Context: an optimization exercise on an open-source flow, tuned for small area, a short achievable clock period and few clock cycles. The choices shown serve that exercise and are no tape-out recipe.
RTL that was checked went through simulation tests only; none was proved equivalent to the original.
No activity file was given, so power comes from the tool's default toggle rates.

## sierra
// divider1
module divider1(quotient, valid_out, divisor, dividend, valid_in, rst, clk);
Settings: LEC_CHECK=0, CAP_MARGIN=20, CORE_MARGIN=2, CORE_UTILIZATION=55, SLEW_MARGIN=20, SYNTH_HIERARCHICAL=1; clock period 32.0 ns.
standard.sh (not shown) runs the stock make flow with config.mk's settings and CLKGATE_MAP_FILE= SYNTH_SCRIPT=/design/flow/synth_recipe.tcl, a recipe that flattens the netlist after the stock synthesis.
==> flow/flow/run.sh <==
#!/bin/bash
# Own flow: the standard layout (standard synthesis, floorplan, placement,
# CTS, routing); only the timing repair is asked to leave a setup margin,
# and port buffers use another buffer cell. Clock and constraints unchanged.
set -e
bash standard.sh SETUP_SLACK_MARGIN=21 "BUFFER_PORTS_ARGS=-buffer_cell sky130_fd_sc_hd__buf_2" finish > standard_finish.log 2>&1
--- input diff sierra..violet ---
- putting GPL_TIMING_DRIVEN at 1 where nothing was set
- swapping 55 for 40 in CORE_UTILIZATION
Results
Ratio of cells with drive above 1 in the final layout up 0.63 points in violet wrt sierra. Looking at worst-path maximum fanout, violet sits about 10% lower than sierra does. [violet vs sierra] total routed wirelength: lower in violet. Max met2 demand-to-capacity share in global routing across violet and sierra: sierra.
No functional check of the RTL was part of any run of this note.


Another version of the RTL of divider1 (not shown whole).
For scale: roughly 200 I/O pins, ~0.027 mm2 of cells after synthesis.
export LEC_CHECK = 0
export CAP_MARGIN = 20
export CORE_MARGIN = 2
export CORE_UTILIZATION = 40
export SLEW_MARGIN = 20
export SYNTH_HIERARCHICAL = 1
create_clock -name core_clock -period 32.0 [get_ports {clk}]
==> flow/flow/run.sh <==
#!/bin/bash
# Own flow: the standard layout (standard synthesis, floorplan, placement,
# CTS, routing); only the timing repair is asked to leave a setup margin,
# and port buffers use another buffer cell. Clock and constraints unchanged.
set -e
bash standard.sh SETUP_SLACK_MARGIN=21.5 "BUFFER_PORTS_ARGS=-buffer_cell sky130_fd_sc_hd__buf_1" finish > standard_finish.log 2>&1
The starting point completed without violations.
Edit:
Settings changed: CORE_UTILIZATION 40 to 50, PLACE_DENSITY set to 0.7.
Effect:
- global-route usage rose by 5.8 points
- total power rose by 0.56%
- final cell count fell by 3.8%
- clock-buffer cell count fell by 3
Function was not checked in any run of this note: the RTL went through the layout flow alone.


divider1, a different RTL version from the one above (not shown whole).
Size in the first run: about 200 I/O pins, roughly 28000 µm² of cells after synthesis.
Settings: LEC_CHECK=0, CAP_MARGIN=20, CORE_MARGIN=2, CORE_UTILIZATION=40, SLEW_MARGIN=20, SYNTH_HIERARCHICAL=1; clock period 32.0 ns.
==> flow/flow/run.sh <==
#!/bin/bash
# Own flow: the standard layout (standard synthesis, floorplan, placement,
# CTS, routing); only the timing repair is asked to leave a setup margin,
# and port buffers use another buffer cell. Clock and constraints unchanged.
set -e
bash standard.sh SETUP_SLACK_MARGIN=22.8 "BUFFER_PORTS_ARGS=-buffer_cell sky130_fd_sc_hd__buf_1" finish > standard_finish.log 2>&1
The first run ran to the end with no violations.
Testbench counts at the start, summed over its fixed seeds: cycles 6,098.
Edit:
==> flow/flow/run.sh (replaced) <==
#!/bin/bash
# Own flow: the standard layout (standard synthesis, floorplan, placement,
# CTS, routing); only the timing repair is asked to leave a setup margin,
# and port buffers use another buffer cell. Clock and constraints unchanged.
set -e
bash standard.sh SETUP_SLACK_MARGIN=22.5 "BUFFER_PORTS_ARGS=-buffer_cell sky130_fd_sc_hd__buf_1" "RECOVER_POWER=50" finish > standard_finish.log 2>&1
=> This time the run finished but fails on capacitance limit, slew limit. Core utilization fell by 4.2 points. Wire length falls by about 6%. Combinational power decreases by 8.2%. Register-to-register slack is worse by 840 ps. Total power came out lower by 7.7%. Area after synthesis stays the same. Clock power is lower by 15%. Clock skew is lower by 8.0 ps. Non-clock buffer count decreases by 132. First-iteration DRC count is lower by 1.4%.
Edit:
==> flow/flow/run.sh (replaced) <==
#!/bin/bash
# Own flow: the standard layout (standard synthesis, floorplan, placement,
# CTS, routing); only the timing repair is asked to leave a setup margin,
# and port buffers use another buffer cell. Clock and constraints unchanged.
set -e
bash standard.sh SETUP_SLACK_MARGIN=22.5 "BUFFER_PORTS_ARGS=-buffer_cell sky130_fd_sc_hd__buf_1" finish > standard_finish.log 2>&1
With this change the flow produced a clean layout.
Routed wire length is unchanged.
Cell area barely changes.
Non-clock buffer count does not change.
Sequential cell count stays the same.
Final cell count stays flat.
Clock power hardly moves.
Area after synthesis does not change.
Setup slack is better by 620 ps.
Die area is unchanged.
Edit:
==> flow/flow/run.sh (replaced) <==
#!/bin/bash
# Own flow: the standard layout (standard synthesis, floorplan, placement,
# CTS, routing); only the timing repair is asked to leave a setup margin,
# and port buffers use another buffer cell. Clock and constraints unchanged.
set -e
bash standard.sh SETUP_SLACK_MARGIN=23 "BUFFER_PORTS_ARGS=-buffer_cell sky130_fd_sc_hd__buf_1" finish > standard_finish.log 2>&1
After rerunning: The new run passed the timing, design-rule and antenna checks; clock-buffer cell count went up by 3; wire length went up by 12%; sequential power barely changes; power went up by 13%; die area does not change; worst setup slack gains 75 ps; utilization went up by 6.3 points; worst hold slack loses 26 ps; maximum frequency went up by 0.80%.


## red
divider1, a different RTL version from the one above (not shown whole).
Size: about 5100 cells after synthesis, ~200 I/O pins.
clock: 32.0 ns
lec_check: 0
abc_area: 1
cap_margin: 20
core_margin: 2
core_utilization: 40
slew_margin: 20
synth_hierarchical: 1
==> flow/flow/run.sh <==
#!/bin/bash
# Own flow: the standard layout (standard synthesis, floorplan, placement,
# CTS, routing); only the timing repair is asked to leave a setup margin,
# and port buffers use another buffer cell. Clock and constraints unchanged.
set -e
bash standard.sh SETUP_SLACK_MARGIN=22 "BUFFER_PORTS_ARGS=-buffer_cell sky130_fd_sc_hd__buf_1" finish > standard_finish.log 2>&1
Per the final summary, red finished and its layout is clean on timing, DRC and antenna.
Testbench counts of red, summed over its fixed seeds: cycles 6,098.
Inputs modified between red and blue:
- removing ABC_AREA (formerly 1)
diff --git a/flow/flow/run.sh b/flow/flow/run.sh
--- a/flow/flow/run.sh
+++ b/flow/flow/run.sh
@@ -5,2 +5,2 @@
 set -e
-bash standard.sh SETUP_SLACK_MARGIN=22 "BUFFER_PORTS_ARGS=-buffer_cell sky130_fd_sc_hd__buf_1" finish > standard_finish.log 2>&1
+bash standard.sh SETUP_SLACK_MARGIN=22.5 "BUFFER_PORTS_ARGS=-buffer_cell sky130_fd_sc_hd__buf_1" finish > standard_finish.log 2>&1
The area share of and/or/nand/nor cells after synthesis in blue sits 15 points below the value recorded for red. When blue is set beside red, its net count after synthesis turns out to be about 30% smaller. Looking at hold slack, blue sits 0.043 ns higher than red does. Share of total power in combinational logic in blue vs red: up 0.2 points. Looking at number of non-filler instances in the completed layout, blue sits 24% below red. Looking at post-synthesis cell area, blue sits below red. Going from red to blue, clock latency reported for the late side of the worst-skew pair held steady, combined area of the multi-input logic cells went up about 4.6%, max-capacitance violation count now sits at about the same level.
Input changes introduced in green (baseline for comparison: blue):
diff --git a/flow/flow/run.sh b/flow/flow/run.sh
--- a/flow/flow/run.sh
+++ b/flow/flow/run.sh
@@ -5,2 +5,2 @@
 set -e
-bash standard.sh SETUP_SLACK_MARGIN=22.5 "BUFFER_PORTS_ARGS=-buffer_cell sky130_fd_sc_hd__buf_1" finish > standard_finish.log 2>&1
+bash standard.sh SETUP_SLACK_MARGIN=22 "BUFFER_PORTS_ARGS=-buffer_cell sky130_fd_sc_hd__buf_1" finish > standard_finish.log 2>&1
### Flow results
green | status: complete | timing, DRC, antenna: pass. Est. power | green vs blue | green lower. Number of flip-flops and latches: green vs blue identical. green vs. blue: transition time of the tightest slew-check pin went up by 0.086 ns. Compared with blue, green shows global-route wire length before repair lower by 5.9%. Of blue and green, blue shows the higher global-route usage, with green below it.
[inputs] orange vs green
- ABC_AREA: unset -> 1
diff --git a/flow/flow/run.sh b/flow/flow/run.sh
--- a/flow/flow/run.sh
+++ b/flow/flow/run.sh
@@ -5,2 +5,2 @@
 set -e
-bash standard.sh SETUP_SLACK_MARGIN=22 "BUFFER_PORTS_ARGS=-buffer_cell sky130_fd_sc_hd__buf_1" finish > standard_finish.log 2>&1
+bash standard.sh SETUP_SLACK_MARGIN=22.7 "BUFFER_PORTS_ARGS=-buffer_cell sky130_fd_sc_hd__buf_1" finish > standard_finish.log 2>&1
==> notes.md <==
green -> orange: flip-flop and latch count delta 0, exact match
orange has number of vias per cell after detailed routing below what green had.
green → orange: design area climbed about 13%; part of the total power dissipated in the clock network dropped 0.3 points.
Side by side, overall die width turned out higher in orange than in green.
met3 global-route usage up 1.9 points in orange wrt green
Every run in the comparison, orange and green, completed the flow with a clean layout.
orange vs. green: power consumed by combinational cells went up 13%; end-of-flow core utilization now larger; cell-internal power has increased; global-route usage up 3.6 points.
Input-level comparison between purple and orange:
- ABC_AREA removed (was 1)
diff --git a/flow/flow/run.sh b/flow/flow/run.sh
--- a/flow/flow/run.sh
+++ b/flow/flow/run.sh
@@ -5,2 +5,2 @@
 set -e
-bash standard.sh SETUP_SLACK_MARGIN=22.7 "BUFFER_PORTS_ARGS=-buffer_cell sky130_fd_sc_hd__buf_1" finish > standard_finish.log 2>&1
+bash standard.sh SETUP_SLACK_MARGIN=22.2 "BUFFER_PORTS_ARGS=-buffer_cell sky130_fd_sc_hd__buf_1" finish > standard_finish.log 2>&1
==> notes.md <==
- Compare orange and purple | number of global-route vias before repair higher: orange
- Between orange and purple, cell area is higher for orange, purple comes in under that.
- Relative to orange, the count of clock-buffer cells in the layout measured on purple has increased by a few percent.
- Power in the clock group ends up lower on purple.

[static timing again, ports no longer ideal]
No port has a modelled driver above. Below, the same layouts with a new extraction and two added sets of constraints. Step 1: set_driving_cell puts a clkbuf_16 on clk and a buf_2 on each other input, an assumption about the parent block. Step 2, shift: input delay + t, output delay - t, t = (earliest + latest rising clock arrival at the registers) / 2. This alone moves slack from input paths to output paths. Slacks: ideal / step 1 / step 2; pairs: ideal / step 1.
run | t (ns) | slack for setup (ns) | worst setup path at the end | worst slew at a driven data input, ns | pins driven straight from the clock port
sierra | 0.653 | 21.200 / 21.200 / 20.813 | input to register | 0.07 | 1
violet | 0.671 | 21.200 / 21.200 / 20.854 | input to register | 0.05 | 1
the first run of note 2 | 0.633 | 21.618 / 21.618 / 21.081 | input to register | 0.12 | 1
the second run of note 2 | 0.650 | 21.562 / 21.562 / 21.125 | input to register | 0.13 | 1
the first run of note 3 | 0.655 | 22.624 / 22.622 / 21.967 | input to register | 0.09 | 1
the second run of note 3 | 0.647 | 21.981 / 21.981 / 21.798 | input to register | 0.11 | 1
the third run of note 3 | 0.647 | 22.602 / 22.591 / 21.944 | input to register | 0.11 | 1
the fourth run of note 3 | 0.657 | 22.677 / 22.613 / 22.069 | input to register | 0.09 | 1
red | 0.676 | 22.184 / 22.184 / 21.731 | input to register | 0.09 | 1
blue | 0.671 | 22.528 / 22.516 / 21.886 | input to register | 0.07 | 1
green | 0.647 | 22.232 / 22.272 / 21.625 | input to register | 0.07 | 1
orange | 0.675 | 22.215 / 22.215 / 22.125 | input to register | 0.09 | 1
purple | 0.659 | 22.238 / 22.277 / 21.618 | input to register | 0.07 | 1
For the third run of note 3, which loses most, drivers alone change the setup slack by -0.011 ns; drivers and shift together by -0.658 ns.
